Background: an optimization exercise with open tools, aiming at small area. Do not read the settings as production practice.
Where RTL was checked, it was by simulation tests only, not by an equivalence proof against the original.

Setup of lagoon:
## tv80s
module tv80s
#(
    parameter Mode    = 0,   
    parameter T2Write = 1,   
    parameter IOWait  = 1    
)
(
    input         reset_n, 
    input         clk, 
    input         cen,       
    input         wait_n, 
    input         int_n, 
    input         nmi_n, 
    input         busrq_n, 
    output        busak_n, 
    output        m1_n, 
    output        mreq_n, 
    output        iorq_n, 
    output        rd_n, 
    output        wr_n, 
    output        rfsh_n, 
    output        halt_n, 
    output [15:0] A, 
    input  [7:0]  di,
    output [7:0]  dout
);
Size: ~47 I/O pins.
Settings: LEC_CHECK=0, CAP_MARGIN=20, CORE_MARGIN=2, CORE_UTILIZATION=40, SLEW_MARGIN=20; clock period 10.0 ns.
standard.sh (not shown) runs the stock make flow with config.mk's settings and CLKGATE_MAP_FILE= SYNTH_SCRIPT=/design/flow/synth_recipe.tcl, a recipe that flattens the netlist after the stock synthesis.
==> flow/flow/run.sh <==
#!/bin/bash
# ORFS flow (the standard.sh) with:
#  - an area-oriented ABC script (deepsyn + area-recovering mapping) in place
#    of ORFS's speed script; OpenROAD repairs timing as usual afterwards,
#  - the buffers that timing-driven global placement inserts removed again
#    right after it (repair_design / repair_timing add back what is needed),
#    with a 0.15 ns setup margin for repair_timing,
#  - CTS without dummy loads and with larger sink clusters,
#  - port buffers from the smallest buffer cell,
#  - a higher placement density.
set -euo pipefail
rm -rf scripts_local
cp -r "$FLOW_HOME/scripts" scripts_local
cp flow/abc_map.script scripts_local/abc_speed.script
bash standard.sh SCRIPTS_DIR="$PWD/scripts_local" \
  "CTS_ARGS=-sink_clustering_enable -repair_clock_nets -dont_use_dummy_load -sink_clustering_size 24 -sink_clustering_max_diameter 80" \
  "BUFFER_PORTS_ARGS=-buffer_cell sky130_fd_sc_hd__buf_1" \
  PLACE_DENSITY=0.75 \
  POST_GLOBAL_PLACE_TCL="$PWD/flow/post_gpl.tcl" \
  SETUP_SLACK_MARGIN=0.15 \
  finish > standard.log 2>&1
==> flow/flow/abc_map.script <==
&get -n
&st
&deepsyn -J 20
&dch
&nf -R 1000
&put
topo
stime -c
==> flow/flow/post_gpl.tcl <==
# Drop the buffers that timing-driven global placement added (instances named
# place*): each buffer's loads are moved back to its input net. repair_design
# and repair_timing later add back only the buffers that are needed.
set block [ord::get_db_block]
set n 0
foreach inst [$block getInsts] {
  if {![string match "place*" [$inst getName]]} { continue }
  set master [$inst getMaster]
  if {![string match "sky130_fd_sc_hd__buf_*" [$master getName]]} { continue }
  set in_net [[$inst findITerm A] getNet]
  set out_net [[$inst findITerm X] getNet]
  if {$in_net == "NULL" || $out_net == "NULL"} { continue }
  if {[llength [$out_net getBTerms]] > 0} { continue }
  foreach it [$out_net getITerms] {
    if {[$it getInst] == $inst} { continue }
    $it disconnect
    $it connect $in_net
  }
  odb::dbInst_destroy $inst
  odb::dbNet_destroy $out_net
  incr n
}
puts "post-gpl: removed $n placement buffers"
Setup changes, lagoon to juniper
==> flow/flow/run.sh <==
#!/bin/bash
# ORFS flow (the standard.sh) with:
#  - an area-oriented ABC script (deepsyn + area-recovering mapping) in place
#    of ORFS's speed script; OpenROAD repairs timing as usual afterwards,
#  - CTS without dummy loads and with larger sink clusters,
#  - port buffers from the smallest buffer cell,
#  - a higher placement density.
set -euo pipefail
rm -rf scripts_local
cp -r "$FLOW_HOME/scripts" scripts_local
cp flow/abc_map.script scripts_local/abc_speed.script
bash standard.sh SCRIPTS_DIR="$PWD/scripts_local" \
  "CTS_ARGS=-sink_clustering_enable -repair_clock_nets -dont_use_dummy_load -sink_clustering_size 24 -sink_clustering_max_diameter 80" \
  "BUFFER_PORTS_ARGS=-buffer_cell sky130_fd_sc_hd__buf_1" \
  PLACE_DENSITY=0.75 \
  finish > standard.log 2>&1
removed: flow/flow/post_gpl.tcl
## What came out
Compared juniper against lagoon; count of mapped cells out of synthesis within noise. Worst slack after detailed placement came out higher on juniper than on lagoon. lagoon has a lower total number of vias than juniper. A first element of the critical path of i_tv80_core.IR[6] is what juniper shows, while i_tv80_core.mc_b[0] belongs to lagoon. juniper and lagoon all finish clean. Design area went up slightly going from lagoon to juniper. STATUS maximum frequency: juniper wins against lagoon. In the reports for juniper and lagoon, the smaller ratio of final minimum period to clock period belongs to juniper. Going from lagoon to juniper, the met2 demand-to-capacity share in global routing was found to have gone up by 0.69 points.

---

exp/violet:
tv80s, a different RTL version from the one above (not shown whole).
Size in the first run: about 2800 cells after synthesis, roughly 340 flip-flops, roughly 24000 sq um of cells after synthesis.
clock: 10.0 ns
lec_check: 0
cap_margin: 20
core_margin: 2
core_utilization: 40
slew_margin: 20
==> flow/flow/run.sh <==
#!/bin/bash
# Standard ORFS flow, with an area-oriented ABC mapping script (deepsyn) in
# place of ORFS's speed script; timing is then repaired by OpenROAD as usual.
set -euo pipefail
rm -rf scripts_local
cp -r "$FLOW_HOME/scripts" scripts_local
cp flow/abc_map.script scripts_local/abc_speed.script
bash standard.sh SCRIPTS_DIR="$PWD/scripts_local" > standard.log 2>&1
Scripts as last shown in full above: flow/flow/abc_map.script
exp/violet | stages: all done | timing, DRC, antenna: all pass
Here is what was changed in the inputs of exp/raven compared with exp/violet.
==> flow/flow/run.sh <==
#!/bin/bash
# ORFS flow (the standard.sh) with:
#  - an area-oriented ABC script (deepsyn + area-recovering mapping) in place
#    of ORFS's speed script; OpenROAD repairs timing as usual afterwards,
#  - CTS without dummy loads and with larger sink clusters,
#  - port buffers from the smallest buffer cell,
#  - a higher placement density.
set -euo pipefail
rm -rf scripts_local
cp -r "$FLOW_HOME/scripts" scripts_local
cp flow/abc_map.script scripts_local/abc_speed.script
bash standard.sh SCRIPTS_DIR="$PWD/scripts_local" \
  "CTS_ARGS=-sink_clustering_enable -repair_clock_nets -dont_use_dummy_load -sink_clustering_size 24 -sink_clustering_max_diameter 80" \
  "BUFFER_PORTS_ARGS=-buffer_cell sky130_fd_sc_hd__buf_1" \
  PLACE_DENSITY=0.75 \
  finish > standard.log 2>&1
==> flow/flow/abc_map.script <==
&get -n
&st
&deepsyn -J 20
&dch
&nf -R 20
&put
topo
stime -c
==> comparison <==
Changes observed in exp/raven relative to exp/violet: via count went down, worst-case hold slack went up.
exp/raven vs exp/violet, endpoint of the worst setup timing path: i_tv80_core.i_reg.RegsH[4][6]$_DFFE_PP_ vs i_tv80_core.i_reg.RegsH[6][6]$_DFFE_PP_
What exp/sierra does differently from exp/raven at the input level:
==> flow/flow/abc_map.script <==
&get -n
&st
&deepsyn -J 20
&dch
&nf -R 1000
&put
topo
stime -c
## What came out
- Fmax: exp/sierra lower than exp/raven
- Against exp/raven, exp/sierra comes in 3.9% lower on wire length.
- In the flow results for exp/raven and exp/sierra, the post-place setup slack is smaller on exp/sierra.
- The higher area growth from synthesis to layout came out of exp/raven.
- Looking at number of different library cells in the post-synthesis netlist, exp/sierra sits below exp/raven.
- Worst path required time ends up lower on exp/sierra.

---

== before ==
tv80s, a different RTL version from the one above (not shown whole).
For scale: about 4200 cells after synthesis, roughly 340 flip-flops, roughly 47 I/O pins, roughly 32000 µm² of cells after synthesis.
export LEC_CHECK = 0
export CAP_MARGIN = 20
export CORE_MARGIN = 2
export CORE_UTILIZATION = 40
export SLEW_MARGIN = 20
create_clock -name core_clock -period 10.0 [get_ports {clk}]
run.sh (not shown) runs the stock make flow with config.mk's settings and CLKGATE_MAP_FILE= SYNTH_SCRIPT=/design/flow/synth_recipe.tcl, a recipe that flattens the netlist after the stock synthesis.
Stock flow here: none of the scripts above is used.
Setup changes, before to after
--- a/flow/config.mk
+++ b/flow/config.mk
@@ -10,0 +11 @@
+export CTS_BUF_LIST = sky130_fd_sc_hd__clkbuf_4 sky130_fd_sc_hd__clkbuf_8
Notes after the runs:
after went all the way through the flow, and no timing, DRC or antenna check failed. Measured against after, the number of clock buffer instances in the layout of before comes out at 0.59 times the reference value. Final clock period utilization by the worst path across before and after: no real change. As far as number of buffers added for setup after CTS is concerned, after and before perform about the same. after reports a higher met2 layer usage reported by global route than before does. Fraction of the yosys area taken by sequential cells: before vs after identical. For non-clock buffer contribution to total cell area, before and after come out practically identical. ~same clock period minus final worst setup slack in before and after. On routed wire length, before tracks after almost exactly. Going from before to after, the clock insertion delay at the later pin of the skew report was found to have gone up by 0.09 ns. Signal arrival time at the worst endpoint, before and after: larger value in after.
Function was not checked in any run of this note: the RTL went through the layout flow alone.

---

tv80s, a different RTL version from the one above (not shown whole).
Size: ~47 I/O pins, ~22000 um^2 of cells after synthesis.
clock: 10.0 ns
lec_check: 0
cap_margin: 20
core_margin: 2
core_utilization: 40
slew_margin: 20
standard.sh (not shown) runs the stock make flow with config.mk's settings and CLKGATE_MAP_FILE= SYNTH_SCRIPT=/design/flow/synth_recipe.tcl, a recipe that flattens the netlist after the stock synthesis.
==> flow/flow/run.sh <==
#!/bin/bash
# ORFS flow (the standard.sh) with:
#  - an area-oriented ABC script (deepsyn + area-recovering mapping) in place
#    of ORFS's speed script; OpenROAD repairs timing as usual afterwards,
#  - no extraction of adders into half/full-adder cells before ABC, so that
#    ABC optimizes the arithmetic together with the rest of the logic,
#  - the buffers that timing-driven global placement inserts removed again
#    right after it (repair_design / repair_timing add back what is needed),
#    with a 0.15 ns setup margin for repair_timing, and a slightly
#    pessimistic wire RC for the repair after global routing,
#  - CTS without dummy loads, with clkbuf_8 leaf buffers,
#  - port buffers from the smallest buffer cell,
#  - a higher placement density.
set -euo pipefail
rm -rf scripts_local
cp -r "$FLOW_HOME/scripts" scripts_local
cp flow/abc_map.script scripts_local/abc_speed.script
bash standard.sh SCRIPTS_DIR="$PWD/scripts_local" ADDER_MAP_FILE= \
  "CTS_ARGS=-sink_clustering_enable -repair_clock_nets -dont_use_dummy_load -sink_clustering_size 16 -sink_clustering_max_diameter 60 -buf_list sky130_fd_sc_hd__clkbuf_8 -root_buf sky130_fd_sc_hd__clkbuf_16" \
  "BUFFER_PORTS_ARGS=-buffer_cell sky130_fd_sc_hd__buf_1" \
  PLACE_DENSITY=0.75 \
  POST_GLOBAL_PLACE_TCL="$PWD/flow/post_gpl.tcl" \
  SETUP_SLACK_MARGIN=0.15 \
  PRE_GLOBAL_ROUTE_TCL="$PWD/flow/pre_grt.tcl" \
  finish > standard.log 2>&1
==> flow/flow/abc_map.script <==
&get -n
&st
&deepsyn -J 20
&dch
&nf -R 1000 -C 32 -F 10 -A 10
&put
topo
stime -c
Other scripts of this flow, unchanged in this note and not shown: flow/flow/post_gpl.tcl, flow/flow/pre_grt.tcl
The baseline passed the timing, design-rule and antenna checks.
Change:
--- a/flow/flow/run.sh
+++ b/flow/flow/run.sh
@@ -11,5 +11,4 @@
 #  - CTS without dummy loads, with clkbuf_8 leaf buffers,
 #  - port buffers from the smallest buffer cell,
-#  - a higher placement density.
 set -euo pipefail
 rm -rf scripts_local
==> flow/flow/abc_map.script (replaced) <==
&get -n
&st
&deepsyn -J 20
&dch -f
&nf -R 1000 -C 32 -F 10 -A 10 -p
&put
topo
stime -c
CAP_MARGIN = 5   (was 20)
SLEW_MARGIN = 5   (was 20)
Effect: Clock-buffer cell count stays the same. Sequential share of layout area went up by 0.23 points. Via count went down by 0.46%. Setup slack degrades by 56 ps. Wire length went down by 2.4%. Synthesized area is about the same. First-iteration DRC count went down by 7.0%.

afterwards: timing with drivers on the ports:
No port has a modelled driver above. Below, the same layouts with a new extraction and two added sets of constraints.
Step 1 (the two cells are an assumption about what drives the block):
set clk [get_ports {clk}]
set_driving_cell -lib_cell sky130_fd_sc_hd__clkbuf_16 $clk
set_driving_cell -lib_cell sky130_fd_sc_hd__buf_2 [delete_from_list [all_inputs] $clk]
Step 2 also shifts input and output timing later by t, the mid clock arrival at the registers, as if the neighbouring blocks saw the same clock.
Three values: no drivers, after step 1, after step 2; two values: the first two.
| run | t, ns | setup slack, ns | hold WS [ns] | worst setup path at the end | pins driven straight from the clock port |
|---|---|---|---|---|---|
| lagoon | 0.654 | 0.624 / 0.624 / 0.624 | 0.478 / 0.478 / 0.478 | register to register | 1 |
| juniper | 0.651 | 1.049 / 1.049 / 1.049 | 0.481 / 0.481 / 0.481 | register to register | 1 |
| exp/violet | 0.640 | 0.577 / 0.577 / 0.577 | 0.481 / 0.481 / 0.481 | register to register | 1 |
| exp/raven | 0.634 | 0.698 / 0.698 / 0.698 | 0.488 / 0.488 / 0.488 | register to register | 1 |
| exp/sierra | 0.654 | 0.565 / 0.565 / 0.565 | 0.483 / 0.483 / 0.483 | register to register | 1 |
| before | 0.673 | 1.401 / 1.401 / 1.401 | 0.476 / 0.476 / 0.476 | register to register | 1 |
| after | 0.760 | 1.400 / 1.400 / 1.400 | 0.478 / 0.478 / 0.478 | register to register | 1 |
| the first run of note 4 | 0.582 | 0.703 / 0.703 / 0.703 | 0.490 / 0.490 / 0.490 | register to register | 1 |
| the second run of note 4 | 0.596 | 0.647 / 0.647 / 0.647 | 0.485 / 0.485 / 0.485 | register to register | 1 |
After both steps every run listed still meets setup and hold.
